Source: an optimization exercise on an open RTL-to-GDS flow (aim: small area). Production flows keep margins and buffers that such runs may drop.
The RTL was checked by simulation tests, not by an equivalence proof against the original design.
Power figures rest on the tool's default switching activity, not on a simulated workload.

## design/flow/config.mk

```make
export PLATFORM = sky130hd
export DESIGN_NAME = address_mem_encoder
export DESIGN_NICKNAME = address_mem_encoder
export VERILOG_FILES = /design/flow/design.v
export SDC_FILE = /design/flow/constraint.sdc
export NUM_CORES = 4
export LEC_CHECK = 0
export CAP_MARGIN = 0
export CORE_MARGIN = 2
export CORE_UTILIZATION = 70
export CTS_CLUSTER_DIAMETER = 80
export CTS_CLUSTER_SIZE = 24
export PLACE_DENSITY = 0.85
export SETUP_SLACK_MARGIN = 0.05
export SLEW_MARGIN = 0
```

## design/flow/design.v

```verilog
module address_mem_encoder  #(
        parameter int unsigned output_width = 5,
        parameter int unsigned input_width  = 32
    )(
        input   logic                       clock, reset, we, clear,
        input   logic [input_width-1:0]     addr_in,
        output  logic [output_width-1:0]    addr_out,
        output  logic                       not_selected, address_conflict, free_space
    );
    localparam int unsigned N  = 2**output_width;
    localparam int unsigned SW = output_width;
    logic                       init;
    logic [SW-1:0]              start_ptr, end_ptr;
    logic [N-1:0]               used;
    logic [input_width-1:0]     data[N-1:0];
    logic [N-1:0]               sel, head, wsel, csel;
    logic                       do_write, do_clear;
    genvar i;
    generate
        for (i = 0; i < N; i = i + 1) begin : g_cmp
            assign sel[i]  = used[i] & (addr_in == data[i]);
            assign head[i] = ~used[i] & (data[i][SW-1:0] == start_ptr);
        end
    endgenerate
    logic [N-1:0] any_l [output_width:0];
    logic [N-1:0] mul_l [output_width:0];
    assign any_l[0] = sel;
    assign mul_l[0] = '0;
    genvar l, k;
    generate
        for (l = 0; l < output_width; l = l + 1) begin : g_lvl
            for (k = 0; k < (N >> (l+1)); k = k + 1) begin : g_node
                assign any_l[l+1][k] = any_l[l][2*k] | any_l[l][2*k+1];
                assign mul_l[l+1][k] = mul_l[l][2*k] | mul_l[l][2*k+1] |
                                       (any_l[l][2*k] & any_l[l][2*k+1]);
            end
            for (k = (N >> (l+1)); k < N; k = k + 1) begin : g_pad
                assign any_l[l+1][k] = 1'b0;
                assign mul_l[l+1][k] = 1'b0;
            end
        end
    endgenerate
    always_comb begin
        addr_out = '0;
        for (int j = 0; j < N; j = j + 1)
            if (sel[j]) addr_out = addr_out | j[output_width-1:0];
    end
    assign not_selected     = ~any_l[output_width][0];
    assign address_conflict = mul_l[output_width][0];
    assign free_space       = ~&used;
    assign do_write = we & ~init & free_space;
    assign do_clear = clear & ~init & ~do_write & ~not_selected & ~address_conflict;
    assign wsel     = head & {N{we & ~init}};
    assign csel     = sel  & {N{do_clear}};
    always_ff @(posedge clock)
        if (reset) begin
            init      <= 1'b1;
            start_ptr <= '0;
            end_ptr   <= '0;
        end else begin
            if (init) begin
                init    <= ~&end_ptr;
                end_ptr <= end_ptr + 1'b1;
            end else if (do_clear)
                end_ptr <= end_ptr + 1'b1;
            if (do_write)
                start_ptr <= start_ptr + 1'b1;
        end
    always_ff @(posedge clock)
        used <= reset ? '0 : ((used | wsel) & ~csel);
    logic [SW-1:0] lo_bus, lo_bus0, lo_bus1;
    logic [N-1:0]  lo_keep, lo_load;
    assign lo_bus  = do_write ? addr_in[SW-1:0] : end_ptr;
    assign lo_bus0 = lo_bus & {SW{~reset}};
    assign lo_bus1 = lo_bus | {SW{reset}};
    assign lo_load = wsel | csel | {N{reset}};
    assign lo_keep = ~{N{reset}} & ~(used & csel) & ~(~used & wsel);
    generate
        for (i = 0; i < N; i = i + 1) begin : g_data
            logic [SW-1:0] bus;
            for (k = 0; k < SW; k = k + 1) begin : g_bit
                assign bus[k] = ((i >> k) & 1) ? lo_bus1[k] : lo_bus0[k];
            end
            always_ff @(posedge clock)
                data[i][input_width-1:SW] <=
                    (data[i][input_width-1:SW] & {(input_width-SW){used[i]}}) |
                    (addr_in[input_width-1:SW] & {(input_width-SW){wsel[i]}});
            always_ff @(posedge clock)
                data[i][SW-1:0] <= (data[i][SW-1:0] & {SW{lo_keep[i]}}) |
                                   (bus & {SW{lo_load[i]}});
        end
    endgenerate
endmodule
```

## design/flow/run.sh

```bash
#!/bin/bash
# synth_recipe.tcl (not shown) runs the flow's synth.tcl, then flattens the netlist and writes it again
# the make line also repeats each setting of config.mk as NAME=value (left out here)
make -C /OpenROAD-flow-scripts/flow DESIGN_CONFIG=/design/flow/config.mk WORK_HOME=/design/flow/orfs CLKGATE_MAP_FILE= SYNTH_SCRIPT=/design/flow/synth_recipe.tcl finish
```

## design/flow/constraint.sdc

```tcl
create_clock -name core_clock -period 5.5 [get_ports {clock}]
set_input_delay 1.1000 -clock core_clock [delete_from_list [all_inputs] [get_ports {clock}]]
set_output_delay 1.1000 -clock core_clock [all_outputs]
set_load 0.01 [all_outputs]
```

==> summary.md, run 1 <==
| Metric | Value |
|---|---|
| # setup viols final | `0` |
| Synth unique cells | `70` |
| Setup TNS | `0 ns` |
| First-pass GRT wire length | `roughly 260000 um` |
| Post-synthesis register bit count | `roughly 1100` |
| Fmax | `about 0.19 GHz` |
| Synth warn | `4` |
| Non-filler cells, final | `approximately 6000` |
| Multi-input logic area | `0.02690 mm^2` |
| Fill cells | `slightly above 5000` |
| Initial DRC count | `approximately 5500` |
| CTS clk-pin slew, worst paths | `0.09 ns` |
| Routed vias | `about 43000` |
| Total Wirelength | `roughly 170000 um` |
| Core area | `around 0.073 mm^2` |
| Avg Inst Size Synth | `a little over 10 um^2` |
| Tightest Pin Transition | `about 1.3 ns` |
| Dominant cells by area after synthesis | `dfxtp_1 (42%), a22o_1 (15%), xor2_1 (10%)` |
| First-pass iteration count of the detailed router | `6` |
| Total gr overflow | `0` |
| Nets | `5053` |
| Setup bufs post-CTS | `0` |
| CTS Buf Count | `52` |
| Share of layout cells above drive strength 1 | `0.1104` |
| RePlAce Congestion | `~1.0` |
| Total track usage | `0.4512` |
| Hold Fails Final Rpt | `0` |
| Worst path required time | `approximately 4.4 ns` |
| Crit path max fanout | `15` |
| Die Area | `between 0.07 and 0.08 mm^2` |
| Crit path capture type | `primary output` |
| DP HPWL | `118500 um` |
| Synth Flop Type | `dfxtp_1` |
| Post-synth EDFFs | `0` |
| Synthesized cell area | `around 0.05 mm^2` |
| Share of synthesized registers carrying an async set or reset | `0` |
| Final Max Tran Viols | `0` |
| Maximum VDD drop | `around 0.35 mV` |
| Total area of sequential cells | `~0.021 mm^2` |
| Drt via density | `a little over 7` |
| Ports | `44` |
| Skew final | `~0.034 ns` |
| IO Port Bufs | `between 40 and 50` |
| HP Class | `register to register` |
| H-Tree Level Count | `2` |
| Die W | `about 270 um` |
| WP data arrival | `between 4 and 5 ns` |
| Largest net degree at the start of global routing | `between 60 and 70` |
| Max Root-Sink Buffers | `3` |
| # clock sinks | `1067` |
| Mapped Cells | `between 5000 and 6000` |
| Final Hold Slack | `between 0.4 and 0.5 ns` |
| DR WL/cell | `29.16 um` |
| Initial antenna violation count | `4` |
| Layout Area Growth over Synthesis | `8.079%` |
| Post-synthesis sequential area ratio | `0.4181` |
| Period minus WS final | `about 5.4 ns` |
| Clock latency on the worst-skew pair | `around 0.66 ns` |
| Antenna Nets Post-Route | `0` |
| Share of the synthesized area in the top cell type | `0.4181` |
| Die Height | `between 200 and 300 um` |
| Number of global-route vias before repair | `a little over 40000` |
| Root Buffer | `clkbuf_16` |
| Status | `complete, no violations` |
| TritonCTS clock tree | `built` |
| Rel. slew slack | `0.1463` |
| Power Density | `around 250 mW/mm^2` |
| Biggest area consumer among synthesized cells | `dfxtp_1` |
| Row cnt | `99` |
| Crit Path Category | `primary input to primary output` |
| Post-Syn Nets | `around 5100` |
| Max_cap viols | `0` |
| Leakage | `~21 nW` |
| RSZ-0062 raised after global routing | `no` |
| Placed cell count | `around 5900` |
| Period Utilization, post-route | `0.9771` |
| Initial Util | `0.7038` |
| DRC viols | `0` |
| Setup crit start kind | `primary input` |
[repair_timing]
action,4_1_cts,5_1_grt
hold buffers,0,0
resized for setup,0,13
endpoints found under the setup margin,0,3
[cell usage in the layout, fill, tap and decap left out, drive strengths merged, types with 6 or more instances in the layout]
cell type      count
dfxtp           1067
a22o             867
xor2             599
xnor2            585
buf              378
nor4             320
nand4            254
inv              117
nand2            102
o22ai             73
o22a              71
nand3             62
clkbuf            57
nor3              55
nor2              47
a21oi             47
a211oi            29
nand4b            27
a211o             26
nand2b            26
or4               24
o2bb2ai           20
nor4b             17
o21ai             15
and3              12
nor3b             11
or2               11
a2bb2oi           10
o21bai            10
clkdlybuf4s50     10
a22oi              9
or3b               7
or3                7
mux2i              6
[cells in the mapped netlist, types with 4 or more instances]
cell,number
a211o_1,26
a211oi_1,15
a211oi_2,14
a21oi_1,16
a21oi_2,31
a22o_1,867
a22oi_1,9
a2bb2oi_1,10
and3_1,12
buf_1,41
buf_12,6
buf_2,8
buf_4,64
buf_6,57
buf_8,6
clkbuf_1,290
dfxtp_1,1067
inv_1,113
mux2i_1,6
nand2_1,102
nand2b_1,26
nand3_1,62
nand4_1,252
nand4b_1,27
nor2_1,46
nor2b_1,5
nor3_1,54
nor3b_1,11
nor4_1,317
nor4b_1,17
o211ai_1,4
o21ai_0,11
o21ai_1,4
o21bai_1,10
o22a_1,71
o22ai_1,73
o2bb2ai_1,20
or2_2,11
or3_1,7
or3b_1,7
or4_1,20
or4_4,4
xnor2_1,585
xor2_1,599
[where the power goes]
part / internal (mW) / leakage (nW) / switching (mW) / total, mW
registers: 7.72 / 8.60 / 0.00234 / 7.72
logic: 0.449 / 11.2 / 0.918 / 1.37
clock network: 1.96 / 0.747 / 2.59 / 4.55
total: 10.1 / 20.5 / 3.51 / 13.6
[routing by layer]
| metal | wire [um] | part of all wire | track usage |
|---|---|---|---|
| met5 | 41 | 0.00023 | 0 |
| met4 | 10600 | 0.061 | 0.2260 |
| met3 | 22360 | 0.13 | 0.1030 |
| met2 | 72910 | 0.42 | 0.6697 |
| met1 | 68660 | 0.39 | 0.6167 |
[registers in the layout, indices dropped and copies added (netlist names)]
register and count:
data 1024, end_ptr 5, init 1, start_ptr 5, used 32
[cells by family (layout without fill, tap and decap cells)]
logic type,after synthesis,in the layout,synth area share
adder cells (fa/ha/maj),3,3,0.0007348
AND/OR/NAND/NOR,1000,1000,0.1178
AO/OA/AOI/OAI,1197,1197,0.1996
other,0,2,0
flip-flops,1067,1067,0.4181
multiplexers,6,6,0.001176
buffers and inverters,586,568,0.05956
XOR/XNOR,1184,1184,0.2030
[cell type report]
type,count,share of cell area
Timing Repair Buffer,389,0.06873
Inverter,114,0.007749
Sequential cell,1067,0.3870
Clock inverter,9,0.003082
Multi-Input combinational cell,3390,0.4872
Tap cell,959,0.02173
Antenna cell,2,0.00009064
Clock buffer,56,0.02440
[critical path, cell delays in order]
cell             delay, ns
buf_4                 0.38
buf_12                0.24
buf_4                 0.19
xor2_1                0.23
nor4_1                0.08
nand4_1               0.08
or3_1                 0.30
o22ai_1               0.12
nor4_1                0.38
nand2_1               0.09
nor3_1                0.34
nand2_1               0.19
clkdlybuf4s50_1       0.52
[worst paths after layout]
check | startpoint | endpoint | slack, ns | cells past startpoint
worst max register to register | used[15] | used[14] | 1.25 | 8
worst min-delay path | data[10][1] | data[10][1] | 0.50 | 2
worst max-delay path | addr_in[14] | address_conflict | 0.13 | 13
worst min register to register | data[10][1] | data[10][1] | 0.50 | 2
[through the flow]
step / setup slack (ns) / total power [mW] / utilization / instance area [um^2]
after floorplan: 1.425 / 8.688 / - / 51090
after global placement: 0.07200 / 9.185 / 0.7390 / 53640
after detailed placement: 0.09288 / 9.196 / 0.7390 / 53640
after CTS: 0.08249 / 13.55 / 0.7599 / 55160
after global routing: 0.05482 / 13.89 / 0.7606 / 55210
final: 0.1261 / 13.64 / 0.7607 / 55220
==> inputs of run 2 (changes only) <==
==> design/flow/flow/run.sh (new file) <==
#!/bin/bash
set -euo pipefail
bash standard.sh \
  "CTS_ARGS=-sink_clustering_enable -repair_clock_nets -dont_use_dummy_load -sink_clustering_size 24 -sink_clustering_max_diameter 80" \
  "BUFFER_PORTS_ARGS=-buffer_cell sky130_fd_sc_hd__buf_2" \
  finish > flow_make.log 2>&1
==> design/flow/standard.sh (new file) <==
#!/bin/bash
# synth_recipe.tcl (not shown) runs the flow's synth.tcl, then flattens the netlist and writes it again
# the make line also repeats each setting of config.mk as NAME=value (left out here)
make -C /OpenROAD-flow-scripts/flow DESIGN_CONFIG=/design/flow/config.mk WORK_HOME=/design/flow/orfs CLKGATE_MAP_FILE= SYNTH_SCRIPT=/design/flow/synth_recipe.tcl "${@:-finish}"
--- a/design/flow/config.mk
+++ b/design/flow/config.mk
@@ -7,9 +7,7 @@
 export LEC_CHECK = 0
 export CAP_MARGIN = 0
 export CORE_MARGIN = 2
-export CORE_UTILIZATION = 70
-export CTS_CLUSTER_DIAMETER = 80
-export CTS_CLUSTER_SIZE = 24
+export CORE_UTILIZATION = 68
 export PLACE_DENSITY = 0.85
 export SETUP_SLACK_MARGIN = 0.05
 export SLEW_MARGIN = 0
removed: design/flow/run.sh
==> run 2 against run 1 <==
Via count is 2.5% lower. Fmax increased by 2.8%. Synthesized cell count unchanged. Routed wire length fell by 8.2%. Combinational power fell by 7%. Die area up 2.9%. Largest power group unchanged.
==> summary.md, run 2 <==
| Metric | Value |
|---|---|
| Most frequent cell after synthesis | `dfxtp_1` |
| Rel. slew slack | `0.09277` |
| WP data arrival | `between 4 and 5 ns` |
| Crit Path Category | `primary input to primary output` |
| Core area | `between 0.07 and 0.08 mm^2` |
| Initial DRC count | `~5800` |
| Die W | `roughly 280 um` |
| Synth warn | `4` |
| Cell area after layout | `0.05400 mm^2` |
| Number of global-route vias before repair | `roughly 40000` |
| Clock latency on the worst-skew pair | `0.66 ns` |
| Period Utilization, post-route | `0.9505` |
| Max Root-Sink Buffers | `3` |
| Finished Core Util | `0.7254` |
| Synth Flop Type | `dfxtp_1` |
| Grt met2 use | `0.5884` |
| Crit path cell chain | `buf_4 -> buf_4 -> xor2_1 -> nor4_1 -> nand4_1 -> or3_1 -> nand2_1 -> nor3_1 -> nand2_1 -> nor2_1 -> buf_2` |
| Mux contribution to synthesized area | `0.001176` |
| Die Height | `around 280 um` |
| Slowest stage delay, CP | `about 0.64 ns` |
| Leakage | `between 15 and 20 nW` |
| Total gr overflow | `0` |
| Ports | `44` |
| Avg Inst Size Synth | `slightly above 10 um^2` |
| Post-synthesis adder-cell area fraction | `0.0007347` |
| Hold Crit Start | `data[8][29]` |
| RePlAce Congestion | `~1.0` |
| DRC viols | `0` |
| Share of the synthesized area in the top cell type | `0.4181` |
| Dominant cells by area after synthesis | `dfxtp_1 (42%), a22o_1 (15%), xor2_1 (10%)` |
| Maximum VDD drop | `roughly 0.27 mV` |
| Worst path required time | `4.40 ns` |
| Placed standard-cell area | `~0.053 mm^2` |
| # setup viols final | `0` |
| Crit path max fanout | `35` |
| Post-synthesis sequential area ratio | `0.4181` |
| Post-synthesis xor/xnor area fraction | `0.2030` |
| Largest family of logic cells by synthesized area | `XOR/XNOR gates` |
| TritonCTS clock tree | `built` |
| Setup TNS | `0 ns` |
| Mapped Cells | `5043` |
| Power Density | `between 200 and 250 mW/mm^2` |
| H-Tree Level Count | `2` |
| Initial antenna violation count | `5` |
| Post-synth EDFFs | `0` |
| Max FFs per register | `just over 1000` |
| Total track usage | `0.4012` |
| Layout Area Growth over Synthesis | `5.701%` |
| Post-CTS Resized | `0` |
| Hold Path Sink | `data[8][29]` |
| Crit path capture type | `primary output` |
| CTS clk-pin slew, worst paths | `approximately 0.050 ns` |
| R2r worst-path depth | `10` |
| Most flop-heavy register | `data` |
| Pre-CTS setup slack | `approximately 0.47 ns` |
| Skew final | `around 0.056 ns` |
| Synthesized cell area | `around 0.051 mm^2` |
| Post-Syn Nets | `between 5000 and 6000` |
| IO Port Bufs | `43` |
| Multi-input logic area | `around 0.027 mm^2` |
| First-pass iteration count of the detailed router | `8` |
| Period minus WS final | `~5.2 ns` |
| Row cnt | `100` |
| Reg-to-Reg End | `used[27]` |
| Setup crit start kind | `primary input` |
| Cts hold-fix bufs | `0` |
| DP HPWL | `~110000 um` |
| Root Buffer | `clkbuf_16` |
| Share of synthesized registers carrying an async set or reset | `0` |
| Nets | `4948` |
| Fill cells | `5233` |
| Crit-path slowest cell | `buf_4` |
| Synth unique cells | `70` |
| Setup bufs post-CTS | `0` |
| Antenna Nets Post-Route | `0` |
| Final Max Tran Viols | `0` |
| Worst hold path stage count | `1` |
| Most Used Layer, Global Route | `met2` |
| R2R Path Start | `data[4][0]` |
| Drt via density | `around 7.1` |
| Post-synthesis register bit count | `~1100` |
| Largest net degree at the start of global routing | `51` |
| CTS Buf Count | `51` |
| Initial Util | `0.6863` |
| Met3 usage | `0.08798` |
| Commonest non-fill, non-tap cell in the layout | `dfxtp_1` |
| Status | `complete, no violations` |
| Biggest regs | `data (1024), used (32)` |
| Total area of sequential cells | `approximately 0.021 mm^2` |
| Die Area | `roughly 0.077 mm^2` |
| GRT met1 Usage | `0.5493` |
| Biggest area consumer among synthesized cells | `dfxtp_1` |
| Hold Fails Final Rpt | `0` |
| Routed vias | `between 40000 and 50000` |
| HP Class | `register to register` |
| Fmax | `approximately 0.19 GHz` |
| RSZ-0062 raised after global routing | `no` |
| Simple-Gate Fraction of Synth Area | `0.1178` |
| Final setup margin | `between 0.2 and 0.3 ns` |
| Share of layout cells above drive strength 1 | `0.09069` |
| Total power | `13.11 mW` |
| Tightest Pin Transition | `around 1.4 ns` |
| Post-synthesis compound-gate area fraction | `0.1996` |
| Total Wirelength | `between 150000 and 200000 um` |
| DR WL/cell | `27.28 um` |
| # clock sinks | `approximately 1100` |
| Reg2Reg Setup Slack | `about 1.7 ns` |
| Commonest non-fill, non-tap cells in the layout | `dfxtp_1 (1062), a22o_1 (867), xor2_1 (599), xnor2_1 (585), nor4_1 (285)` |
| Max_cap viols | `0` |
| First-pass GRT wire length | `between 200000 and 250000 um` |
| Post-synth top cells | `dfxtp_1 (1067), a22o_1 (867), xor2_1 (599)` |
-- run 2: cell count changes in the layout (fill, tap and decap cells not counted), moves of 4 or more --
cell	before	now
buf_4	299	212
bufinv_16	4	0
buf_2	5	15
buf_6	8	0
buf_12	66	58
clkdlybuf4s50_1	10	0
-- run 2: through the flow --
step,hold slack [ns],instances
floorplan,0.4599,5043
global placement,0.4727,5825
detailed placement,0.4848,5825
CTS,0.5001,5876
global route,0.5167,5877
finish,0.5000,5877
-- run 2: worst max path at each step --
stage / slack [ns] / depth (start not counted) / endpoint / startpoint
detailed placement: 0.47 / 12 / address_conflict / addr_in[6]
floorplan: 1.42 / 11 / address_conflict / addr_in[15]
global route: 0.23 / 11 / not_selected / addr_in[6]
finish: 0.27 / 11 / not_selected / addr_in[6]
global placement: 0.44 / 11 / not_selected / addr_in[6]
CTS: 0.46 / 12 / address_conflict / addr_in[19]
-- run 2: metal layers --
metal  vias to the layer above  wire length, um
met5                         -               46
met4                         6            10400
met2                      2760            66310
met3                       684            21470
met1                     20201            62070
li1                      18247                -
-- run 2: power breakdown --
group	leakage [nW]	total [mW]	switching (mW)	internal, mW
Combinational	10.7	1.27	0.865	0.404
Sequential	8.60	7.72	0.00245	7.72
Clock	0.628	4.12	2.46	1.66
Total	19.9	13.1	3.33	9.78
-- run 2: layout make-up --
type                            instances  area share
Multi-Input combinational cell       3390      0.4979
Inverter                              114    0.007924
Antenna cell                            1  0.00004634
Sequential cell                      1067      0.3957
Timing Repair Buffer                  285     0.05236
Clock buffer                           51     0.02363
Tap cell                              969     0.02245
-- run 2: cell families (layout without fill, tap and decap cells) --
group / after synthesis / after routing
flip-flops: 1067 / 1067
adder cells (fa/ha/maj): 3 / 3
other: 0 / 1
AO/OA/AOI/OAI: 1197 / 1197
AND/OR/NAND/NOR: 1000 / 1000
multiplexers: 6 / 6
XOR/XNOR: 1184 / 1184
buffers and inverters: 586 / 450
-- run 2: critical path, delay by kind of cell --
| family | cells | cell delay (ns) |
|---|---|---|
| XOR/XNOR | 1 | 0.30 |
| buffers and inverters | 3 | 1.19 |
| AND/OR/NAND/NOR | 7 | 1.50 |
==> inputs of run 3 (changes only) <==
--- a/design/flow/design.v
+++ b/design/flow/design.v
@@ -13,13 +13,18 @@
     logic [SW-1:0]              start_ptr, end_ptr;
     logic [N-1:0]               used;
     logic [input_width-1:0]     data[N-1:0];
-    logic [N-1:0]               sel, head, wsel, csel;
+    logic [N-1:0]               sel, head, wsel, csel, hi_keep;
+    logic [input_width-1:0]     diff[N-1:0];
     logic                       do_write, do_clear;
     genvar i;
     generate
         for (i = 0; i < N; i = i + 1) begin : g_cmp
-            assign sel[i]  = used[i] & (addr_in == data[i]);
-            assign head[i] = ~used[i] & (data[i][SW-1:0] == start_ptr);
+            address_mem_encoder_diff #(.W(input_width)) u_diff (
+                .a(addr_in), .b(data[i]), .d(diff[i]));
+            address_mem_encoder_match #(.W(input_width)) u_sel (
+                .x(diff[i]), .en(used[i]), .m(sel[i]));
+            address_mem_encoder_head #(.W(SW)) u_head (
+                .q(data[i][SW-1:0]), .p(start_ptr), .used(used[i]), .h(head[i]));
         end
     endgenerate
     logic [N-1:0] any_l [output_width:0];
@@ -74,6 +79,7 @@
     assign lo_bus0 = lo_bus & {SW{~reset}};
     assign lo_bus1 = lo_bus | {SW{reset}};
     assign lo_load = wsel | csel | {N{reset}};
+    assign hi_keep = used & ~csel;
     assign lo_keep = ~{N{reset}} & ~(used & csel) & ~(~used & wsel);
     generate
         for (i = 0; i < N; i = i + 1) begin : g_data
@@ -81,13 +87,53 @@
             for (k = 0; k < SW; k = k + 1) begin : g_bit
                 assign bus[k] = ((i >> k) & 1) ? lo_bus1[k] : lo_bus0[k];
             end
+            logic [input_width-1:SW] hi_d;
+            address_mem_encoder_hold #(.W(input_width-SW)) u_hi (
+                .q(data[i][input_width-1:SW]), .keep(hi_keep[i]),
+                .x(diff[i][input_width-1:SW]), .load(wsel[i]), .d(hi_d));
             always_ff @(posedge clock)
-                data[i][input_width-1:SW] <=
-                    (data[i][input_width-1:SW] & {(input_width-SW){used[i]}}) |
-                    (addr_in[input_width-1:SW] & {(input_width-SW){wsel[i]}});
+                data[i][input_width-1:SW] <= hi_d;
+            logic [SW-1:0] lo_d;
+            address_mem_encoder_hold #(.W(SW)) u_lo (
+                .q(data[i][SW-1:0]), .keep(lo_keep[i]),
+                .x(bus), .load(lo_load[i]), .d(lo_d));
             always_ff @(posedge clock)
-                data[i][SW-1:0] <= (data[i][SW-1:0] & {SW{lo_keep[i]}}) |
-                                   (bus & {SW{lo_load[i]}});
+                data[i][SW-1:0] <= lo_d;
         end
     endgenerate
 endmodule
+module address_mem_encoder_diff #(
+        parameter int unsigned W = 32
+    )(
+        input  logic [W-1:0] a, b,
+        output logic [W-1:0] d
+    );
+    assign d = a ^ b;
+endmodule
+module address_mem_encoder_hold #(
+        parameter int unsigned W = 32
+    )(
+        input  logic [W-1:0] q, x,
+        input  logic         keep, load,
+        output logic [W-1:0] d
+    );
+    assign d = (q & {W{keep}}) | (x & {W{load}});
+endmodule
+module address_mem_encoder_match #(
+        parameter int unsigned W = 32
+    )(
+        input  logic [W-1:0] x,
+        input  logic         en,
+        output logic         m
+    );
+    assign m = en & ~|x;
+endmodule
+module address_mem_encoder_head #(
+        parameter int unsigned W = 5
+    )(
+        input  logic [W-1:0] q, p,
+        input  logic         used,
+        output logic         h
+    );
+    assign h = ~used & (q == p);
+endmodule
--- a/design/flow/config.mk
+++ b/design/flow/config.mk
@@ -9,5 +9,7 @@
 export CORE_MARGIN = 2
 export CORE_UTILIZATION = 68
 export PLACE_DENSITY = 0.85
-export SETUP_SLACK_MARGIN = 0.05
+export SETUP_SLACK_MARGIN = 0.15
 export SLEW_MARGIN = 0
+export SYNTH_HIERARCHICAL = 1
+export SYNTH_MINIMUM_KEEP_SIZE = 0
==> run 3 against run 2 <==
Critical path depth rose by 3. Via count fell by 15%. Synthesized area fell by 2.7%. Critical endpoint is now address_conflict. Largest power group unchanged.
==> summary.md, run 3 <==
| Metric | Value |
|---|---|
| Post-synth EDFFs | `0` |
| Row cnt | `99` |
| Period Utilization, post-route | `0.9252` |
| Core area | `0.07271 mm^2` |
| # setup viols final | `0` |
| HP Class | `register to register` |
| Synth Flop Type | `dfxtp_1` |
| Most flop-heavy register | `data` |
| CP Depth | `14` |
| Fmax | `0.1965 GHz` |
| Die W | `~270 um` |
| RSZ-0062 raised after global routing | `no` |
| Slowest stage delay, CP | `~0.52 ns` |
| Critical Path Sink | `address_conflict` |
| Biggest regs | `data (1024), used (32)` |
| Final Max Tran Viols | `0` |
| Reg-to-Reg End | `data[0][10]` |
| Crit path capture type | `primary output` |
| Ant diodes | `0` |
| CP startpoint | `addr_in[10]` |
| # clock sinks | `1067` |
| Ports | `44` |
| Cts hold-fix bufs | `0` |
| Most frequent cell after synthesis | `dfxtp_1` |
| Max Root-Sink Buffers | `3` |
| CTS clk-pin slew, worst paths | `about 0.07 ns` |
| Leakage | `22.13 nW` |
| DP HPWL | `~82000 um` |
| Post-CTS Resized | `0` |
| Share of the synthesized area in the top cell type | `0.4295` |
| Mapped Cells | `approximately 4300` |
| CTS Buf Count | `52` |
| Period minus WS final | `approximately 5.1 ns` |
| Maximum VDD drop | `0.3421 mV` |
| Synthesized cell area | `0.04973 mm^2` |
| Number of global-route vias before repair | `around 35000` |
| Power Density | `254.6 mW/mm^2` |
| Setup crit start kind | `primary input` |
| Post-synthesis register bit count | `about 1100` |
| Drt via density | `approximately 6.7` |
| Commonest non-fill, non-tap cell in the layout | `dfxtp_1` |
| Commonest non-fill, non-tap cells in the layout | `dfxtp_1 (1062), xor2_1 (1059), a22o_1 (800), a22o_2 (224), xnor2_1 (129)` |
| IO Port Bufs | `43` |
| Tightest Pin Transition | `about 1.3 ns` |
| Die Area | `0.07531 mm^2` |
| Non-filler cells, final | `roughly 5300` |
| Share of layout cells above drive strength 1 | `0.1681` |
| R2R Path Start | `data[10][1]` |
| Total gr overflow | `0` |
| Synth unique cells | `44` |
| H-Tree Level Count | `2` |
| Status | `complete, no violations` |
| TritonCTS clock tree | `built` |
| Placed cell count | `5262` |
| Initial Util | `0.6839` |
| Total Wirelength | `~130000 um` |
| First-pass GRT wire length | `201900 um` |
| Routed vias | `roughly 35000` |
| Max_cap viols | `0` |
| Largest net degree at the start of global routing | `84` |
| Initial antenna violation count | `0` |
| RePlAce Congestion | `between 0.9 and 1` |
| Synth warn | `14` |
| Rel. slew slack | `0.1571` |
| Hold Fails Final Rpt | `0` |
| Share of synthesized registers carrying an async set or reset | `0` |
| Skew final | `0.04352 ns` |
| Crit-path slowest cell | `nor3_2` |
| Layout Area Growth over Synthesis | `4.974%` |
| First-pass iteration count of the detailed router | `8` |
| Total track usage | `0.3417` |
| WP data arrival | `about 4 ns` |
| Crit Path Category | `primary input to primary output` |
| Biggest area consumer among synthesized cells | `dfxtp_1` |
| Clock latency on the worst-skew pair | `~0.65 ns` |
| R2r worst-path depth | `14` |
| Critical path's top delay family | `simple AND/OR/NAND/NOR gates` |
| Crit path max fanout | `29` |
| Post-synthesis sequential area ratio | `0.4295` |
| Worst path required time | `between 4 and 5 ns` |
| WP buf/inv | `6` |
| DR WL/cell | `between 20 and 25 um` |
| Reg2Reg Setup Slack | `1.40 ns` |
| Avg Inst Size Synth | `about 11 um^2` |
| Antenna Nets Post-Route | `0` |
| DRC viols | `0` |
| Post-synth top cells | `dfxtp_1 (1067), xor2_1 (1059), a22o_1 (800)` |
| CP most frequent cell | `buf_4` |
| Crit path cell chain | `buf_2 -> buf_12 -> buf_4 -> xor2_1 -> nor4_2 -> nand4_1 -> nor3_2 -> nor4_1 -> buf_4 -> a22oi_1 -> nor2_1 -> o211ai_1 -> buf_4 -> buf_2` |
| Max FFs per register | `~1000` |
| Dominant cells by area after synthesis | `dfxtp_1 (43%), xor2_1 (19%), a22o_1 (14%)` |
| Initial DRC count | `approximately 3300` |
| Root Buffer | `clkbuf_16` |
| Setup TNS | `0 ns` |
| Post-Syn Nets | `between 4000 and 5000` |
| Die Height | `roughly 270 um` |
| Nets | `roughly 4400` |
| Setup bufs post-CTS | `0` |
run 3: kinds of logic (layout without fill, tap and decap cells):
kind of cell	count (synthesis)	after routing	synth area share
and+or+nand+nor	638	638	0.09944
DFF	1067	1067	0.4295
adders and majority gates	3	3	0.0007549
AOI/OAI and AO/OA	1182	1182	0.2111
buffers and inverters	252	271	0.04876
muxes	6	6	0.001208
xor gates and xnor gates	1188	1188	0.2092
run 3: worst reg2reg max path: stages, from the launching register on:
cell and delay, ns:
dfxtp_1 0.35, xor2_1 0.17, nor4_2 0.34, nand4_1 0.15, nor3_2 0.59, nor4_1 0.19
buf_4 0.19, a22oi_1 0.20, nor2_1 0.06, o211ai_1 0.16, buf_4 0.16, nor2_4 0.05
buf_12 0.17, a21boi_2 0.94, a22o_2 0.33
run 3: power breakdown:
part / switching, mW / total [mW] / leakage [nW] / internal [mW]
logic: 0.787 / 1.24 / 12.9 / 0.450
clock network: 2.45 / 4.13 / 0.641 / 1.69
registers: 0.107 / 7.92 / 8.63 / 7.81
run 3: how the worst min path moves through the flow:
stage | from | end | slack, ns | cells after the start
3_3_place_gp | data[14][20] | data[14][20] | 0.48 | 1
4_1_cts | data[4][12] | data[4][12] | 0.51 | 1
6_report | data[25][27] | data[25][27] | 0.51 | 1
2_1_floorplan | data[0][11] | data[0][11] | 0.48 | 1
3_5_place_dp | data[26][28] | data[26][28] | 0.49 | 1
5_1_grt | data[17][28] | data[17][28] | 0.52 | 1
run 3: cell type report:
cell class / count / area [um^2]
multi-input combinational: 3017 / 26070
sequential: 1067 / 21370
fill: 5099 / 20510
clock buffer: 52 / 1301
timing repair buffer: 218 / 2257
tap: 959 / 1200
inverter: 1 / 3.754
run 3: layer usage:
metal | GRT usage | wire [um] | up-vias
li1 | - | - | 16126
met1 | 0.4709 | 55760 | 17590
met2 | 0.5399 | 58860 | 1405
met3 | 0.05000 | 10870 | 360
met4 | 0.1369 | 5919 | 0
met5 | 0 | 0 | -
run 3: per-stage QoR:
| step | worst slack (ns) | hold slack (ns) | utilization | cell area, um^2 | power, mW |
|---|---|---|---|---|---|
| floorplan | 1.335 | 0.4754 | - | 49730 | 8.763 |
| global placement | 0.3427 | 0.4849 | 0.7000 | 50900 | 9.266 |
| CTS | 0.5227 | 0.5072 | 0.7179 | 52200 | 13.29 |
| finish | 0.4115 | 0.5050 | 0.7179 | 52200 | 13.29 |
| global route | 0.3294 | 0.5159 | 0.7179 | 52200 | 13.66 |
| detailed placement | 0.3372 | 0.4898 | 0.7000 | 50900 | 9.301 |
==> inputs of run 4 (changes only) <==
--- a/design/flow/design.v
+++ b/design/flow/design.v
@@ -13,10 +13,10 @@
     logic [SW-1:0]              start_ptr, end_ptr;
     logic [N-1:0]               used;
     logic [input_width-1:0]     data[N-1:0];
-    logic [N-1:0]               sel, head, wsel, csel, hi_keep;
+    logic [N-1:0]               sel, head, wsel, csel, hi_keep, lo_keep, lo_load;
     logic [input_width-1:0]     diff[N-1:0];
     logic                       do_write, do_clear;
-    genvar i;
+    genvar i, k, l;
     generate
         for (i = 0; i < N; i = i + 1) begin : g_cmp
             address_mem_encoder_diff #(.W(input_width)) u_diff (
@@ -31,7 +31,6 @@
     logic [N-1:0] mul_l [output_width:0];
     assign any_l[0] = sel;
     assign mul_l[0] = '0;
-    genvar l, k;
     generate
         for (l = 0; l < output_width; l = l + 1) begin : g_lvl
             for (k = 0; k < (N >> (l+1)); k = k + 1) begin : g_node
@@ -73,32 +72,29 @@
         end
     always_ff @(posedge clock)
         used <= reset ? '0 : ((used | wsel) & ~csel);
+    assign hi_keep = used & ~csel;
     logic [SW-1:0] lo_bus, lo_bus0, lo_bus1;
-    logic [N-1:0]  lo_keep, lo_load;
     assign lo_bus  = do_write ? addr_in[SW-1:0] : end_ptr;
     assign lo_bus0 = lo_bus & {SW{~reset}};
     assign lo_bus1 = lo_bus | {SW{reset}};
     assign lo_load = wsel | csel | {N{reset}};
-    assign hi_keep = used & ~csel;
-    assign lo_keep = ~{N{reset}} & ~(used & csel) & ~(~used & wsel);
+    assign lo_keep = ~lo_load;
     generate
         for (i = 0; i < N; i = i + 1) begin : g_data
-            logic [SW-1:0] bus;
-            for (k = 0; k < SW; k = k + 1) begin : g_bit
-                assign bus[k] = ((i >> k) & 1) ? lo_bus1[k] : lo_bus0[k];
+            logic [input_width-1:0] d, x;
+            for (k = 0; k < input_width; k = k + 1) begin : g_bit
+                if (k < SW) begin : g_lo
+                    assign x[k] = ((i >> k) & 1) ? lo_bus1[k] : lo_bus0[k];
+                    address_mem_encoder_hold u_hold (
+                        .q(data[i][k]), .keep(lo_keep[i]), .x(x[k]), .load(lo_load[i]), .d(d[k]));
+                end else begin : g_hi
+                    assign x[k] = diff[i][k];
+                    address_mem_encoder_hold u_hold (
+                        .q(data[i][k]), .keep(hi_keep[i]), .x(x[k]), .load(wsel[i]), .d(d[k]));
+                end
             end
-            logic [input_width-1:SW] hi_d;
-            address_mem_encoder_hold #(.W(input_width-SW)) u_hi (
-                .q(data[i][input_width-1:SW]), .keep(hi_keep[i]),
-                .x(diff[i][input_width-1:SW]), .load(wsel[i]), .d(hi_d));
             always_ff @(posedge clock)
-                data[i][input_width-1:SW] <= hi_d;
-            logic [SW-1:0] lo_d;
-            address_mem_encoder_hold #(.W(SW)) u_lo (
-                .q(data[i][SW-1:0]), .keep(lo_keep[i]),
-                .x(bus), .load(lo_load[i]), .d(lo_d));
-            always_ff @(posedge clock)
-                data[i][SW-1:0] <= lo_d;
+                data[i] <= d;
         end
     endgenerate
 endmodule
@@ -110,14 +106,11 @@
     );
     assign d = a ^ b;
 endmodule
-module address_mem_encoder_hold #(
-        parameter int unsigned W = 32
-    )(
-        input  logic [W-1:0] q, x,
-        input  logic         keep, load,
-        output logic [W-1:0] d
+module address_mem_encoder_zero4 (
+        input  logic [3:0] x,
+        output logic       z
     );
-    assign d = (q & {W{keep}}) | (x & {W{load}});
+    assign z = ~|x;
 endmodule
 module address_mem_encoder_match #(
         parameter int unsigned W = 32
@@ -126,7 +119,14 @@
         input  logic         en,
         output logic         m
     );
-    assign m = en & ~|x;
+    logic [W/4-1:0] z;
+    genvar g;
+    generate
+        for (g = 0; g < W/4; g = g + 1) begin : g_z
+            address_mem_encoder_zero4 u_z (.x(x[4*g +: 4]), .z(z[g]));
+        end
+    endgenerate
+    assign m = en & &z;
 endmodule
 module address_mem_encoder_head #(
         parameter int unsigned W = 5
@@ -137,3 +137,9 @@
     );
     assign h = ~used & (q == p);
 endmodule
+module address_mem_encoder_hold (
+        input  logic q, x, keep, load,
+        output logic d
+    );
+    assign d = (q & keep) | (x & load);
+endmodule
==> design/flow/flow/run.sh (replaced) <==
#!/bin/bash
set -euo pipefail
bash standard.sh \
  "ABC_LOAD_IN_FF=1" \
  "CTS_ARGS=-sink_clustering_enable -repair_clock_nets -dont_use_dummy_load -sink_clustering_size 24 -sink_clustering_max_diameter 80" \
  "BUFFER_PORTS_ARGS=-buffer_cell sky130_fd_sc_hd__buf_2" \
  finish > flow_make.log 2>&1
--- a/design/flow/config.mk
+++ b/design/flow/config.mk
@@ -7,8 +7,8 @@
 export LEC_CHECK = 0
 export CAP_MARGIN = 0
 export CORE_MARGIN = 2
-export CORE_UTILIZATION = 68
-export PLACE_DENSITY = 0.85
+export CORE_UTILIZATION = 76
+export PLACE_DENSITY = 0.9
 export SETUP_SLACK_MARGIN = 0.15
 export SLEW_MARGIN = 0
 export SYNTH_HIERARCHICAL = 1
==> run 4 against run 3 <==
Still clean on timing, DRC and antenna. Total power is 1.2% lower. Die area fell by 17%. Synthesized cell count is 5.2% lower. Utilization is 11 points higher. Register-to-register slack worse by 0.28 ns. Cell area is 5.0% lower. Clock skew fell by 0.0025 ns. Via count rose by 0.78%. Sequential share of layout area grew 2.1 points. Largest power group unchanged. First-iteration DRC count is 12% higher. Clock-buffer cell count is 1 lower.
==> summary.md, run 4 <==
| Metric | Value |
|---|---|
| Total power | `around 13 mW` |
| Drt via density | `about 7.1` |
| Layout Area Growth over Synthesis | `8.253%` |
| DP HPWL | `80200 um` |
| Ant diodes | `0` |
| Reg-to-Reg End | `data[13][21]` |
| R2r worst-path depth | `14` |
| Avg Inst Size Synth | `roughly 11 um^2` |
| Synthesized cell area | `0.04583 mm^2` |
| Period minus WS final | `about 5.2 ns` |
| Nets | `approximately 4300` |
| DRC viols | `0` |
| First-pass GRT wire length | `between 150000 and 200000 um` |
| Dominant cells by area after synthesis | `dfxtp_1 (47%), xor2_1 (20%), a22o_1 (20%)` |
| Die W | `roughly 250 um` |
| Period Utilization, post-route | `0.9519` |
| Internal power of the cells | `around 9.9 mW` |
| Reg2Reg Setup Slack | `~1.1 ns` |
| Leakage | `roughly 21 nW` |
| Final Hold Slack | `approximately 0.5 ns` |
| R2R Path Start | `data[13][21]` |
| Commonest non-fill, non-tap cell in the layout | `dfxtp_1` |
| Hold Path Sink | `data[2][13]` |
| Max FFs per register | `around 1000` |
| Number of global-route vias before repair | `35449` |
| Ports | `44` |
| Worst hold path stage count | `1` |
| Die Height | `approximately 250 um` |
| Post-synth top cells | `dfxtp_1 (1067), xor2_1 (1059), a22o_1 (1024)` |
| Most flop-heavy register | `data` |
| TritonCTS clock tree | `built` |
| Antenna Nets Post-Route | `0` |
| Hold Fails Final Rpt | `0` |
| Tightest Pin Transition | `around 1.3 ns` |
| Crit path capture type | `primary output` |
| Placed cell count | `~5000` |
| Setup TNS | `0 ns` |
| Total gr overflow | `0` |
| Net Switching | `between 3 and 4 mW` |
| Commonest non-fill, non-tap cells in the layout | `dfxtp_1 (1062), xor2_1 (1059), a22o_1 (1024), nor4_1 (267), xnor2_1 (129)` |
| Post-synth EDFFs | `0` |
| Synth Flop Type | `dfxtp_1` |
| CTS Buf Count | `between 50 and 60` |
| Switching Fraction | `0.2460` |
| Share of layout cells above drive strength 1 | `0.06053` |
| # clock sinks | `1067` |
| Setup bufs post-CTS | `0` |
| Status | `complete, no violations` |
| Largest net degree at the start of global routing | `77` |
| Initial Util | `0.7636` |
| WP data arrival | `around 4.1 ns` |
| Finished Core Util | `0.8266` |
| Skew final | `slightly above 0.04 ns` |
| RSZ-0062 raised after global routing | `no` |
| Initial DRC count | `3680` |
| Share of the synthesized area in the top cell type | `0.4661` |
| # setup viols final | `0` |
| Initial antenna violation count | `1` |
| Crit path max fanout | `17` |
| Total track usage | `0.3978` |
| HP Class | `register to register` |
| Hold Crit Start | `data[2][13]` |
| Post-Syn Nets | `roughly 4200` |
| Synth unique cells | `40` |
| DR WL/cell | `about 25 um` |
| Max_cap viols | `0` |
| Share of synthesized registers carrying an async set or reset | `0` |
| IO Port Bufs | `43` |
| Final Max Tran Viols | `0` |
| Synth warn | `14` |
| Maximum VDD drop | `about 0.23 mV` |
| Reg power frac | `0.603` |
| Post-synthesis register bit count | `approximately 1100` |
| H-Tree Level Count | `2` |
| Total Wirelength | `roughly 130000 um` |
| CTS clk-pin slew, worst paths | `~0.060 ns` |
| Post-synthesis sequential area ratio | `0.4661` |
| Power Density | `264.6 mW/mm^2` |
| RePlAce Congestion | `0.9509` |
| Core area | `between 0.06 and 0.07 mm^2` |
| Clock share of power | `0.308` |
| Biggest area consumer among synthesized cells | `dfxtp_1` |
| Max Root-Sink Buffers | `3` |
| Setup crit start kind | `primary input` |
| Crit Path Category | `primary input to primary output` |
| Non-filler cells, final | `5044` |
| Mapped Cells | `~4000` |
| First-pass iteration count of the detailed router | `5` |
| Die Area | `between 0.06 and 0.07 mm^2` |
| Worst path required time | `about 4.4 ns` |
| Biggest regs | `data (1024), used (32)` |
| Rel. slew slack | `0.1277` |
| Most frequent cell after synthesis | `dfxtp_1` |
| Routed vias | `between 30000 and 40000` |
| Fmax | `approximately 0.19 GHz` |
| Combinational group share of total power | `0.089` |
| Clock latency on the worst-skew pair | `0.65 ns` |
| Row cnt | `90` |
| Root Buffer | `clkbuf_16` |
[run 4: how the worst max path moves through the flow]
| stage | slack [ns] | end | from |
|---|---|---|---|
| floorplan | 0.50 | data[0][10] | addr_in[25] |
| global placement | 0.07 | data[3][8] | addr_in[17] |
| detailed placement | 0.01 | data[13][21] | addr_in[17] |
| CTS | 0.36 | address_conflict | addr_in[17] |
| global route | 0.24 | address_conflict | addr_in[17] |
| finish | 0.26 | address_conflict | addr_in[20] |
[run 4: stage by stage]
stage,instance area [um^2],setup slack (ns)
4_1_cts,49610,0.3595
2_1_floorplan,45830,0.4966
5_1_grt,49610,0.2430
3_3_place_gp,48330,0.06612
3_5_place_dp,48330,0.01409
6_report,49610,0.2647
[run 4: worst max-delay path, stage by stage]
cell      delay (ns)
buf_2           0.30
buf_12          0.24
xor2_1          0.12
nor4_1          0.48
nand3_1         0.14
nor3_1          0.67
buf_4           0.31
o22ai_1         0.10
nand4_1         0.09
nor4_1          0.06
o211ai_1        0.08
buf_4           0.21
buf_2           0.20
[run 4: modules after synthesis (local to each module, per instance), excerpt]
module / cells inside / copies in the design / flops+latches / cell area [um^2]
address_mem_encoder: 1456 / 1 / 1067 / 23890
address_mem_encoder_hold: 1 / 1024 / 0 / 8.758
address_mem_encoder_zero4: 1 / 256 / 0 / 6.256
[run 4: kinds of logic (layout without fill, tap and decap cells)]
logic type / count (synthesis) / count (layout) / synth area share
multiplexers: 6 / 6 / 0.001310
AND/OR/NAND/NOR: 606 / 606 / 0.07672
AO/OA/AOI/OAI: 1182 / 1182 / 0.2220
buffers and inverters: 60 / 210 / 0.006034
flip-flops: 1067 / 1067 / 0.4661
XOR/XNOR: 1188 / 1188 / 0.2270
adder cells (fa/ha/maj): 3 / 3 / 0.0008191
[run 4: routing by layer]
layer / global-route usage / wire, um / vias up
met3: 0.06831 / 12910 / 445
met5: 0 / 7 / -
li1: - / - / 15896
met4: 0.1745 / 6163 / 2
met2: 0.6370 / 57240 / 1819
met1: 0.5322 / 51340 / 17594
[run 4: cell type report]
type / count / area (um^2)
Clock buffer: 51 / 1276
Fill cell: 3524 / 10410
Inverter: 1 / 3.754
Multi-Input combinational cell: 2985 / 24330
Sequential cell: 1067 / 21370
Tap cell: 782 / 978.4
Timing Repair Buffer: 158 / 1659
[run 4: power groups by stage]
| stage | logic [mW] | clock network (mW) | registers, mW |
|---|---|---|---|
| final | 1.17 | 4.04 | 7.92 |
| after CTS | 1.14 | 4.04 | 7.91 |
| after floorplan | 0.610 | 0 | 8.07 |
| after global placement | 1.08 | 0 | 8.09 |
| after detailed placement | 1.12 | 0 | 8.09 |
| after global routing | 1.23 | 4.29 | 7.93 |
[run 4: what timing repair did]
| item | 4_1_cts | 5_1_grt |
|---|---|---|
| resized for setup | 0 | 2 |
| hold buffers | 0 | 0 |
| endpoints found under the hold margin | 0 | 0 |
| setup endpoints to repair | 0 | 1 |
==> inputs of run 5 (changes only) <==
--- a/design/flow/config.mk
+++ b/design/flow/config.mk
@@ -7,8 +7,9 @@
 export LEC_CHECK = 0
 export CAP_MARGIN = 0
 export CORE_MARGIN = 2
-export CORE_UTILIZATION = 76
-export PLACE_DENSITY = 0.9
+export CORE_UTILIZATION = 68
+export GPL_TIMING_DRIVEN = 0
+export PLACE_DENSITY = 0.85
 export SETUP_SLACK_MARGIN = 0.15
 export SLEW_MARGIN = 0
 export SYNTH_HIERARCHICAL = 1
==> run 5 against run 4 <==
Sequential share of layout area is essentially flat. Final cell count grew 1.7%. Synthesized area is the same. Clock skew grew 0.024 ns. Die area grew 12%. Register-to-register slack lost 0.33 ns. First-iteration DRC count shrank 4.7%. Via count shrank 2.3%. Clock-buffer cell count is the same. Non-clock buffer count shrank 8. Worst setup slack lost 0.024 ns. Flip-flop and latch count is the same. Still clean.
==> summary.md, run 5 <==
| Metric | Value |
|---|---|
| Ports | `44` |
| Reg2Reg Setup Slack | `0.79 ns` |
| Post-synthesis register bit count | `around 1100` |
| Maximum VDD drop | `roughly 0.33 mV` |
| Root Buffer | `clkbuf_16` |
| Post-synthesis sequential area ratio | `0.4661` |
| Final Hold Slack | `0.5022 ns` |
| Placed cell count | `5070` |
| R2R Path Start | `data[24][0]` |
| Die Height | `~260 um` |
| R2r worst-path depth | `15` |
| Commonest non-fill, non-tap cell in the layout | `dfxtp_1` |
| Max_cap viols | `0` |
| Synth warn | `14` |
| Period Utilization, post-route | `0.9562` |
| Fmax | `between 0.15 and 0.2 GHz` |
| WP data arrival | `approximately 4.2 ns` |
| Drt via density | `6.810` |
| Cts hold-fix bufs | `0` |
| Leakage | `roughly 21 nW` |
| Status | `complete, no violations` |
| Layout Area Growth over Synthesis | `8.321%` |
| Share of the synthesized area in the top cell type | `0.4661` |
| IO Port Bufs | `43` |
| Tightest Pin Transition | `between 1 and 1.5 ns` |
| DP HPWL | `between 70000 and 80000 um` |
| Die Area | `between 0.06 and 0.07 mm^2` |
| TritonCTS clock tree | `built` |
| Max Root-Sink Buffers | `3` |
| CP startpoint | `addr_in[19]` |
| Largest net degree at the start of global routing | `34` |
| Biggest regs | `data (1024), used (32)` |
| Final setup margin | `around 0.24 ns` |
| Post-synth EDFFs | `0` |
| H-Tree Level Count | `2` |
| Total Wirelength | `~120000 um` |
| Initial Util | `0.6848` |
| Routed vias | `around 35000` |
| DRC viols | `0` |
| RePlAce Congestion | `0.9768` |
| CTS clk-pin slew, worst paths | `0.04 ns` |
| Die W | `around 260 um` |
| Final Max Tran Viols | `0` |
| Post-synth top cells | `dfxtp_1 (1067), xor2_1 (1059), a22o_1 (1024)` |
| Hold Fails Final Rpt | `0` |
| Crit Path Category | `primary input to primary output` |
| Net Switching | `3.177 mW` |
| Total gr overflow | `0` |
| Critical Path Sink | `address_conflict` |
| Synth unique cells | `40` |
| Row cnt | `95` |
| Avg Inst Size Synth | `11.15 um^2` |
| Period minus WS final | `~5.3 ns` |
| RSZ-0062 raised after global routing | `no` |
| Max FFs per register | `~1000` |
| Initial antenna violation count | `3` |
| CTS Buf Count | `just over 50` |
| # clock sinks | `between 1000 and 1500` |
| Pre-CTS setup slack | `-2.272 ns` |
| Switching Fraction | `0.2440` |
| Core area | `about 0.067 mm^2` |
| Initial DRC count | `approximately 3500` |
| Internal power of the cells | `between 9 and 10 mW` |
| Share of layout cells above drive strength 1 | `0.05736` |
| DR WL/cell | `~24 um` |
| Crit path capture type | `primary output` |
| Clock share of power | `0.310` |
| Clock latency on the worst-skew pair | `between 0.6 and 0.7 ns` |
| Power Density | `~260 mW/mm^2` |
| Commonest non-fill, non-tap cells in the layout | `dfxtp_1 (1062), xor2_1 (1059), a22o_1 (1024), nor4_1 (264), xnor2_1 (129)` |
| Combinational group share of total power | `0.082` |
| # setup viols final | `0` |
| Synthesized cell area | `roughly 0.046 mm^2` |
| Biggest area consumer among synthesized cells | `dfxtp_1` |
| Crit path max fanout | `32` |
| Rel. slew slack | `0.08063` |
| Setup crit start kind | `primary input` |
| Nets | `approximately 4300` |
| Non-filler cells, final | `about 5000` |
| Skew final | `approximately 0.065 ns` |
| HP Class | `register to register` |
| Post-Syn Nets | `about 4200` |
| Number of global-route vias before repair | `34406` |
| First-pass GRT wire length | `around 190000 um` |
| Most flop-heavy register | `data` |
| Most frequent cell after synthesis | `dfxtp_1` |
| First-pass iteration count of the detailed router | `5` |
| Reg-to-Reg End | `data[3][9]` |
| Reg power frac | `0.608` |
| Dominant cells by area after synthesis | `dfxtp_1 (47%), xor2_1 (20%), a22o_1 (20%)` |
| Share of synthesized registers carrying an async set or reset | `0` |
| Total track usage | `0.3414` |
| Mapped Cells | `4112` |
| Worst path required time | `4.40 ns` |
| Antenna Nets Post-Route | `0` |
| Fill cells | `4596` |
| Synth Flop Type | `dfxtp_1` |
[run 5: cell counts after synthesis]
Identical to the previous run, type by type.
[run 5: cell type report]
class	count	area, um^2	area share
inverter	1	3.754	0.00007561
multi-input combinational	2985	24420	0.4919
timing repair buffer	91	1200	0.02417
tap	873	1092	0.02200
buffer	59	277.8	0.005595
sequential	1067	21370	0.4304
antenna	2	5.005	0.0001008
clock buffer	51	1276	0.02571
[run 5: modules after synthesis (local to each module, per instance), a selection]
module	cell area, um^2	copies in the design
address_mem_encoder	23890	1
address_mem_encoder_hold	8.758	1024
address_mem_encoder_zero4	6.256	256
[run 5: timing repair]
item | CTS | global route
resized for setup | 80 | 17
pin swaps | 1 | 3
setup buffers | 2 | 4
endpoints found under the setup margin | 1065 | 49
[run 5: how the worst min path moves through the flow]
stage                 start      endpoint  slack [ns]  cells after the start
2_1_floorplan   data[0][10]   data[0][10]        0.48                      1
3_3_place_gp   data[10][30]  data[10][30]        0.49                      1
3_5_place_dp    data[0][25]   data[0][25]        0.49                      1
4_1_cts         data[1][10]   data[1][10]        0.50                      1
5_1_grt         data[1][10]   data[1][10]        0.52                      1
6_report        data[1][10]   data[1][10]        0.50                      1
[run 5: through the flow]
step	power (mW)	utilization	setup TNS [ns]	area (um^2)
6_report	13.02	0.7418	0	49640
5_1_grt	13.41	0.7418	0	49640
4_1_cts	13.03	0.7401	0	49530
3_5_place_dp	9.105	0.7164	-1934.07	47940
3_3_place_gp	9.066	0.7044	-2592.65	47140
2_1_floorplan	8.682	-	0	45830
[run 5: cell families after synthesis]
kind of cell    count (synthesis)  synth area share
simple gates                  606           0.07672
fa+ha+maj                       3         0.0008191
xor+xnor                     1188            0.2270
flops                        1067            0.4661
compound gates               1182            0.2220
buf+inv                        60          0.006034
mux                             6          0.001310
[run 5: power by group through the flow]
| stage | clock network, mW | logic [mW] | registers [mW] |
|---|---|---|---|
| 2_1_floorplan | 0 | 0.610 | 8.07 |
| 6_report | 4.04 | 1.06 | 7.92 |
| 5_1_grt | 4.34 | 1.14 | 7.93 |
| 3_3_place_gp | 0 | 0.979 | 8.09 |
| 3_5_place_dp | 0 | 1.01 | 8.09 |
| 4_1_cts | 4.08 | 1.04 | 7.91 |
[run 5: critical path, stage by stage]
cell and delay [ns]:
buf_6 0.43, xor2_1 0.18, nor4_1 0.33, nand4_1 0.17, nor3_1 0.21, clkbuf_2 0.31, nor4_2 0.13, nand4_1 0.31
nor2_1 0.10, o211ai_1 0.33, clkbuf_2 0.29, buf_2 0.21
[run 5: metal layers]
layer  global-route usage  vias up  part of all wire
li1                     -    15885                 -
met1               0.4771    17160              0.43
met2               0.5263     1500              0.44
met3              0.05500      382             0.084
met4               0.1429        2             0.044
met5                    0        -          0.000082
==> inputs of run 6 (changes only) <==
--- a/design/flow/config.mk
+++ b/design/flow/config.mk
@@ -8,7 +8,6 @@
 export CAP_MARGIN = 0
 export CORE_MARGIN = 2
 export CORE_UTILIZATION = 68
-export GPL_TIMING_DRIVEN = 0
 export PLACE_DENSITY = 0.85
 export SETUP_SLACK_MARGIN = 0.15
 export SLEW_MARGIN = 0
==> run 6 against run 5 <==
Utilization increased by 0.23 points. Worst hold slack about the same. Synthesized cell count unchanged. Via count down 0.11%. Largest power group unchanged. Largest cell class unchanged. First-iteration DRC count down 0.40%.
==> summary.md, run 6 <==
| Metric | Value |
|---|---|
| Status | `complete, no violations` |
| Met3 usage | `0.04836` |
| GRT met1 Usage | `0.4918` |
| Post-Syn Nets | `about 4200` |
| Commonest non-fill, non-tap cell in the layout | `dfxtp_1` |
| Setup crit start kind | `primary input` |
| Crit path max fanout | `32` |
| R2r worst-path depth | `13` |
| Synth Flop Type | `dfxtp_1` |
| Nets | `between 4000 and 5000` |
| H-Tree Level Count | `2` |
| Drt via density | `between 6 and 7` |
| DRC viols | `0` |
| DP HPWL | `77150 um` |
| Tightest Pin Transition | `1.293 ns` |
| WP data arrival | `slightly above 4 ns` |
| RePlAce Congestion | `0.9481` |
| DR WL/cell | `~24 um` |
| Post-synthesis register bit count | `1067` |
| # setup viols final | `0` |
| Placed cell count | `just over 5000` |
| CTS clk-pin slew, worst paths | `~0.05 ns` |
| Total Wirelength | `approximately 120000 um` |
| Max Root-Sink Buffers | `3` |
| Die Area | `just under 0.07 mm^2` |
| Reg-to-Reg End | `data[31][30]` |
| Biggest area consumer among synthesized cells | `dfxtp_1` |
| Rel. slew slack | `0.1381` |
| TritonCTS clock tree | `built` |
| Worst path required time | `around 4.4 ns` |
| Most flop-heavy register | `data` |
| HP Class | `register to register` |
| Hold Crit Start | `data[12][15]` |
| Ant diodes | `0` |
| Period minus WS final | `around 5.2 ns` |
| Maximum VDD drop | `a little under 0.3 mV` |
| Share of layout cells above drive strength 1 | `0.06294` |
| Share of synthesized registers carrying an async set or reset | `0` |
| First-pass GRT wire length | `192100 um` |
| Max_cap viols | `0` |
| Routed vias | `between 30000 and 40000` |
| Most Used Layer, Global Route | `met2` |
| Mapped Cells | `just over 4000` |
| Row cnt | `95` |
| Antenna Nets Post-Route | `0` |
| Post-CTS Resized | `0` |
| Hold Fails Final Rpt | `0` |
| Clock latency on the worst-skew pair | `0.65 ns` |
| Cts hold-fix bufs | `0` |
| Avg Inst Size Synth | `11.15 um^2` |
| Fmax | `~0.19 GHz` |
| Initial DRC count | `between 3000 and 4000` |
| Commonest non-fill, non-tap cells in the layout | `dfxtp_1 (1062), xor2_1 (1059), a22o_1 (1024), nor4_1 (267), xnor2_1 (129)` |
| Share of the synthesized area in the top cell type | `0.4661` |
| Setup TNS | `0 ns` |
| IO Port Bufs | `43` |
| Final setup margin | `0.3430 ns` |
| Largest net degree at the start of global routing | `92` |
| Ports | `44` |
| Grt met2 use | `0.5277` |
| Pre-CTS setup slack | `just under 0.3 ns` |
| Biggest regs | `data (1024), used (32)` |
| Post-synth EDFFs | `0` |
| Power Density | `between 200 and 300 mW/mm^2` |
| Final Max Tran Viols | `0` |
| Skew final | `around 0.042 ns` |
| # clock sinks | `approximately 1100` |
| Initial Util | `0.6848` |
| Initial antenna violation count | `1` |
| CTS Buf Count | `51` |
| Non-filler cells, final | `between 5000 and 6000` |
| Die Height | `263.6 um` |
| Hold Path Sink | `data[12][15]` |
| Dominant cells by area after synthesis | `dfxtp_1 (47%), xor2_1 (20%), a22o_1 (20%)` |
| Die W | `about 260 um` |
| Period Utilization, post-route | `0.9376` |
| Layout Area Growth over Synthesis | `8.654%` |
| Post-synth top cells | `dfxtp_1 (1067), xor2_1 (1059), a22o_1 (1024)` |
| Setup bufs post-CTS | `0` |
| R2R Path Start | `data[27][17]` |
| Worst hold path stage count | `1` |
| Number of global-route vias before repair | `between 30000 and 40000` |
| Crit Path Category | `primary input to primary output` |
| Total gr overflow | `0` |
| Synth unique cells | `40` |
| Synthesized cell area | `about 0.046 mm^2` |
| Synth warn | `14` |
| RSZ-0062 raised after global routing | `no` |
| Total track usage | `0.3425` |
| Max FFs per register | `1024` |
| Reg2Reg Setup Slack | `1.20 ns` |
| Crit path capture type | `primary output` |
| Most frequent cell after synthesis | `dfxtp_1` |
| Leakage | `21.42 nW` |
| Root Buffer | `clkbuf_16` |
| Core area | `around 0.067 mm^2` |
| Post-synthesis sequential area ratio | `0.4661` |
| First-pass iteration count of the detailed router | `6` |
## run 6: cells by family (layout without fill, tap and decap cells)
family | Yosys count | in the layout | share of synthesized area
adder cells (fa/ha/maj) | 3 | 3 | 0.0008191
XOR/XNOR | 1188 | 1188 | 0.2270
AND/OR/NAND/NOR | 606 | 606 | 0.07672
multiplexers | 6 | 6 | 0.001310
buffers and inverters | 60 | 222 | 0.006034
flip-flops | 1067 | 1067 | 0.4661
AO/OA/AOI/OAI | 1182 | 1182 | 0.2220
## run 6: per-module statistics from Yosys, one instance, submodules excluded, excerpt
module,area [um^2],copies in the design
address_mem_encoder,23890,1
address_mem_encoder_hold,8.758,1024
address_mem_encoder_zero4,6.256,256
## run 6: routing by layer
| layer | part of all wire | up-vias | wire, um |
|---|---|---|---|
| li1 | - | 15923 | - |
| met1 | 0.44 | 17169 | 54240 |
| met2 | 0.44 | 1481 | 53670 |
| met3 | 0.082 | 316 | 10020 |
| met4 | 0.036 | 0 | 4359 |
| met5 | 0 | - | 0 |
## run 6: worst max-delay path, stage by stage
cell	delay (ns)
buf_2	0.10
buf_12	0.30
xor2_1	0.15
nor4_1	0.40
nand4_1	0.16
nor3_1	0.58
nor4_2	0.18
nand4_1	0.18
buf_4	0.14
nor2_1	0.05
o211ai_1	0.39
buf_2	0.28
## run 6: how the worst max path moves through the flow
stage | end | cells past startpoint | slack, ns | from
finish | address_conflict | 12 | 0.34 | addr_in[16]
global route | address_conflict | 12 | 0.29 | addr_in[16]
CTS | address_conflict | 12 | 0.46 | addr_in[9]
detailed placement | data[31][14] | 15 | 0.29 | addr_in[16]
global placement | data[27][8] | 16 | 0.37 | addr_in[13]
floorplan | data[0][10] | 13 | 0.50 | addr_in[25]
## run 6: area by class of cell
| type | count | area (um^2) |
|---|---|---|
| multi-input cells | 2985 | 24320 |
| inverters | 1 | 3.754 |
| flip-flops and latches | 1067 | 21370 |
| repair buffers | 170 | 1734 |
| clock buffers | 51 | 1276 |
| fillers | 4567 | 17120 |
| well taps | 873 | 1092 |
## run 6: report_power, final
group	switching (mW)	total, mW	internal, mW
logic	0.708	1.14	0.428
registers	0.105	7.92	7.81
clock network	2.39	4.05	1.66
total	3.21	13.1	9.90
## run 6: stage by stage
| stage | utilization | total power [mW] | hold WS, ns | area [um^2] |
|---|---|---|---|---|
| after CTS | 0.7441 | 13.11 | 0.5047 | 49800 |
| after global placement | 0.7250 | 9.161 | 0.4850 | 48520 |
| after detailed placement | 0.7250 | 9.191 | 0.4898 | 48520 |
| after global routing | 0.7441 | 13.50 | 0.5191 | 49800 |
| after floorplan | - | 8.682 | 0.4754 | 45830 |
| final | 0.7441 | 13.10 | 0.5023 | 49800 |
==> inputs of run 7 (changes only) <==
==> design/flow/flow/run.sh (replaced) <==
#!/bin/bash
set -euo pipefail
bash standard.sh \
  "ABC_LOAD_IN_FF=1" \
  "CTS_ARGS=-sink_clustering_enable -repair_clock_nets -dont_use_dummy_load -sink_clustering_size 16 -sink_clustering_max_diameter 60 -buf_list sky130_fd_sc_hd__clkbuf_8" \
  "BUFFER_PORTS_ARGS=-buffer_cell sky130_fd_sc_hd__buf_2" \
  finish > flow_make.log 2>&1
--- a/design/flow/config.mk
+++ b/design/flow/config.mk
@@ -8,6 +8,7 @@
 export CAP_MARGIN = 0
 export CORE_MARGIN = 2
 export CORE_UTILIZATION = 68
+export GPL_TIMING_DRIVEN = 0
 export PLACE_DENSITY = 0.85
 export SETUP_SLACK_MARGIN = 0.15
 export SLEW_MARGIN = 0
==> run 7 against run 6 <==
Still clean. Cell area fell by 0.72%. Clock-buffer cell count increased by 28. Global-route usage down 0.099 points. Die area stayed put. Synthesized area unchanged. Total power down 3.3%. Fmax shrank 3.4%. Flip-flop and latch count unchanged. Clock power shrank 8.9%. Critical path type unchanged. Largest cell class unchanged. Largest power group unchanged.
==> summary.md, run 7 <==
| Metric | Value |
|---|---|
| Skew final | `between 0.07 and 0.08 ns` |
| Share of the synthesized area in the top cell type | `0.4661` |
| RSZ-0062 raised after global routing | `no` |
| Synth Flop Type | `dfxtp_1` |
| Rel. slew slack | `0.05088` |
| Crit path cell chain | `buf_6 -> xor2_1 -> nor4_1 -> nand4_1 -> nor3_4 -> nor4_2 -> nand4_1 -> nor2_1 -> o211ai_1 -> clkbuf_2 -> buf_2` |
| Reg power frac | `0.625` |
| Worst hold path stage count | `1` |
| Reg-to-Reg End | `data[3][9]` |
| Worst path required time | `roughly 4.4 ns` |
| Fmax | `between 0.15 and 0.2 GHz` |
| Synthesized cell area | `approximately 0.046 mm^2` |
| Ports | `44` |
| Placed cell count | `between 5000 and 6000` |
| Total power | `about 13 mW` |
| Biggest regs | `data (1024), used (32)` |
| Net Switching | `approximately 3.2 mW` |
| Initial DRC count | `around 3400` |
| Final Max Tran Viols | `0` |
| Pre-CTS setup slack | `-2.272 ns` |
| Crit-path slowest cell | `nor3_4` |
| DP HPWL | `around 74000 um` |
| Total Wirelength | `121900 um` |
| Post-synthesis sequential area ratio | `0.4661` |
| Post-Syn Nets | `between 4000 and 5000` |
| RePlAce Congestion | `between 0.9 and 1` |
| Status | `complete, no violations` |
| Final setup margin | `0.1642 ns` |
| Combinational group share of total power | `0.084` |
| Power Density | `about 260 mW/mm^2` |
| Synth unique cells | `40` |
| Tightest Pin Transition | `~1.4 ns` |
| Post-synth EDFFs | `0` |
| Core area | `~0.067 mm^2` |
==> run 7: how the worst max path moves through the flow <==
stage	end	cells after the start	startpoint	slack (ns)
after floorplan	data[0][10]	13	addr_in[25]	0.50
after global placement	data[5][11]	14	addr_in[13]	-2.90
after detailed placement	data[3][9]	15	addr_in[13]	-2.27
after CTS	address_conflict	11	addr_in[8]	0.15
after global routing	address_conflict	12	addr_in[13]	0.13
final	address_conflict	11	addr_in[19]	0.16
==> run 7: what timing repair did <==
item / CTS / global route
pin swaps: 1 / 3
setup buffers: 2 / 3
gates resized for setup: 79 / 16
setup endpoints to repair: 1064 / 1
==> run 7: layer usage <==
metal	wire length, um	global-route usage
met5	0	0
met4	5128	0.1347
met3	9835	0.05837
met2	53360	0.5263
met1	53540	0.4784
==> run 7: modules after synthesis (local to each module, per instance), excerpt <==
module | cell area, um^2 | copies in the design
address_mem_encoder_hold | 8.758 | 1024
address_mem_encoder | 23890 | 1
address_mem_encoder_zero4 | 6.256 | 256
==> run 7: metrics by stage <==
| step | hold WS, ns | TNS [ns] |
|---|---|---|
| after floorplan | 0.4754 | 0 |
| after global placement | 0.4850 | -2592.65 |
| after detailed placement | 0.4898 | -1934.07 |
| after CTS | 0.5039 | 0 |
| after global routing | 0.5182 | 0 |
| final | 0.5007 | 0 |
==> run 7: kinds of logic (layout without fill, tap and decap cells) <==
| logic type | after synthesis | after routing | share of synthesized area |
|---|---|---|---|
| AO/OA/AOI/OAI | 1182 | 1182 | 0.2220 |
| multiplexers | 6 | 6 | 0.001310 |
| XOR/XNOR | 1188 | 1188 | 0.2270 |
| AND/OR/NAND/NOR | 606 | 606 | 0.07672 |
| flip-flops | 1067 | 1067 | 0.4661 |
| buffers and inverters | 60 | 229 | 0.006034 |
| other | 0 | 3 | 0 |
| adder cells (fa/ha/maj) | 3 | 3 | 0.0008191 |
==> run 7: cell type report <==
cell class                      count  area (um^2)
Fill cell                        4664        17480
Clock buffer                       79         1087
Multi-Input combinational cell   2985        24420
Inverter                            1        3.754
Timing Repair Buffer               90         1189
Buffer                             59        277.8
Tap cell                          873         1092
Antenna cell                        3        7.507
Sequential cell                  1067        21370
==> run 7: power groups by stage <==
stage	Sequential, mW	Combinational, mW	Clock (mW)
final	7.92	1.06	3.69
after global routing	7.93	1.14	3.99
after CTS	7.91	1.04	3.73
after detailed placement	8.09	1.01	0
after global placement	8.09	0.979	0
after floorplan	8.07	0.610	0

port drivers added, routing unchanged:
How much do the figures lean on ideal ports? The routed layouts below were timed once more, with nothing changed but the port constraints.
Step 1 assumes that a clkbuf_16 drives the clock port and a buf_2 every other input.
Step 2 times the ports against the registers' clock, not the clock port: input delays grow and output delays shrink by t, the midpoint of the rising clock arrivals with the driver on.
a / b / c = no drivers / after step 1 / after step 2; a / b = the first two.
run	t (ns)	slack for setup (ns)
run 1	0.717	0.126 / 0.098 / 0.098
run 2	0.704	0.272 / 0.245 / 0.245
run 3	0.702	0.411 / 0.391 / 0.171
run 4	0.699	0.265 / 0.244 / -0.142
run 5	0.699	0.241 / 0.154 / -0.428
run 6	0.697	0.343 / 0.317 / 0.022
run 7	0.741	0.164 / 0.107 / -0.463
With both steps, setup timing fails in run 4, run 5 and run 7, where it was met with ideal ports.
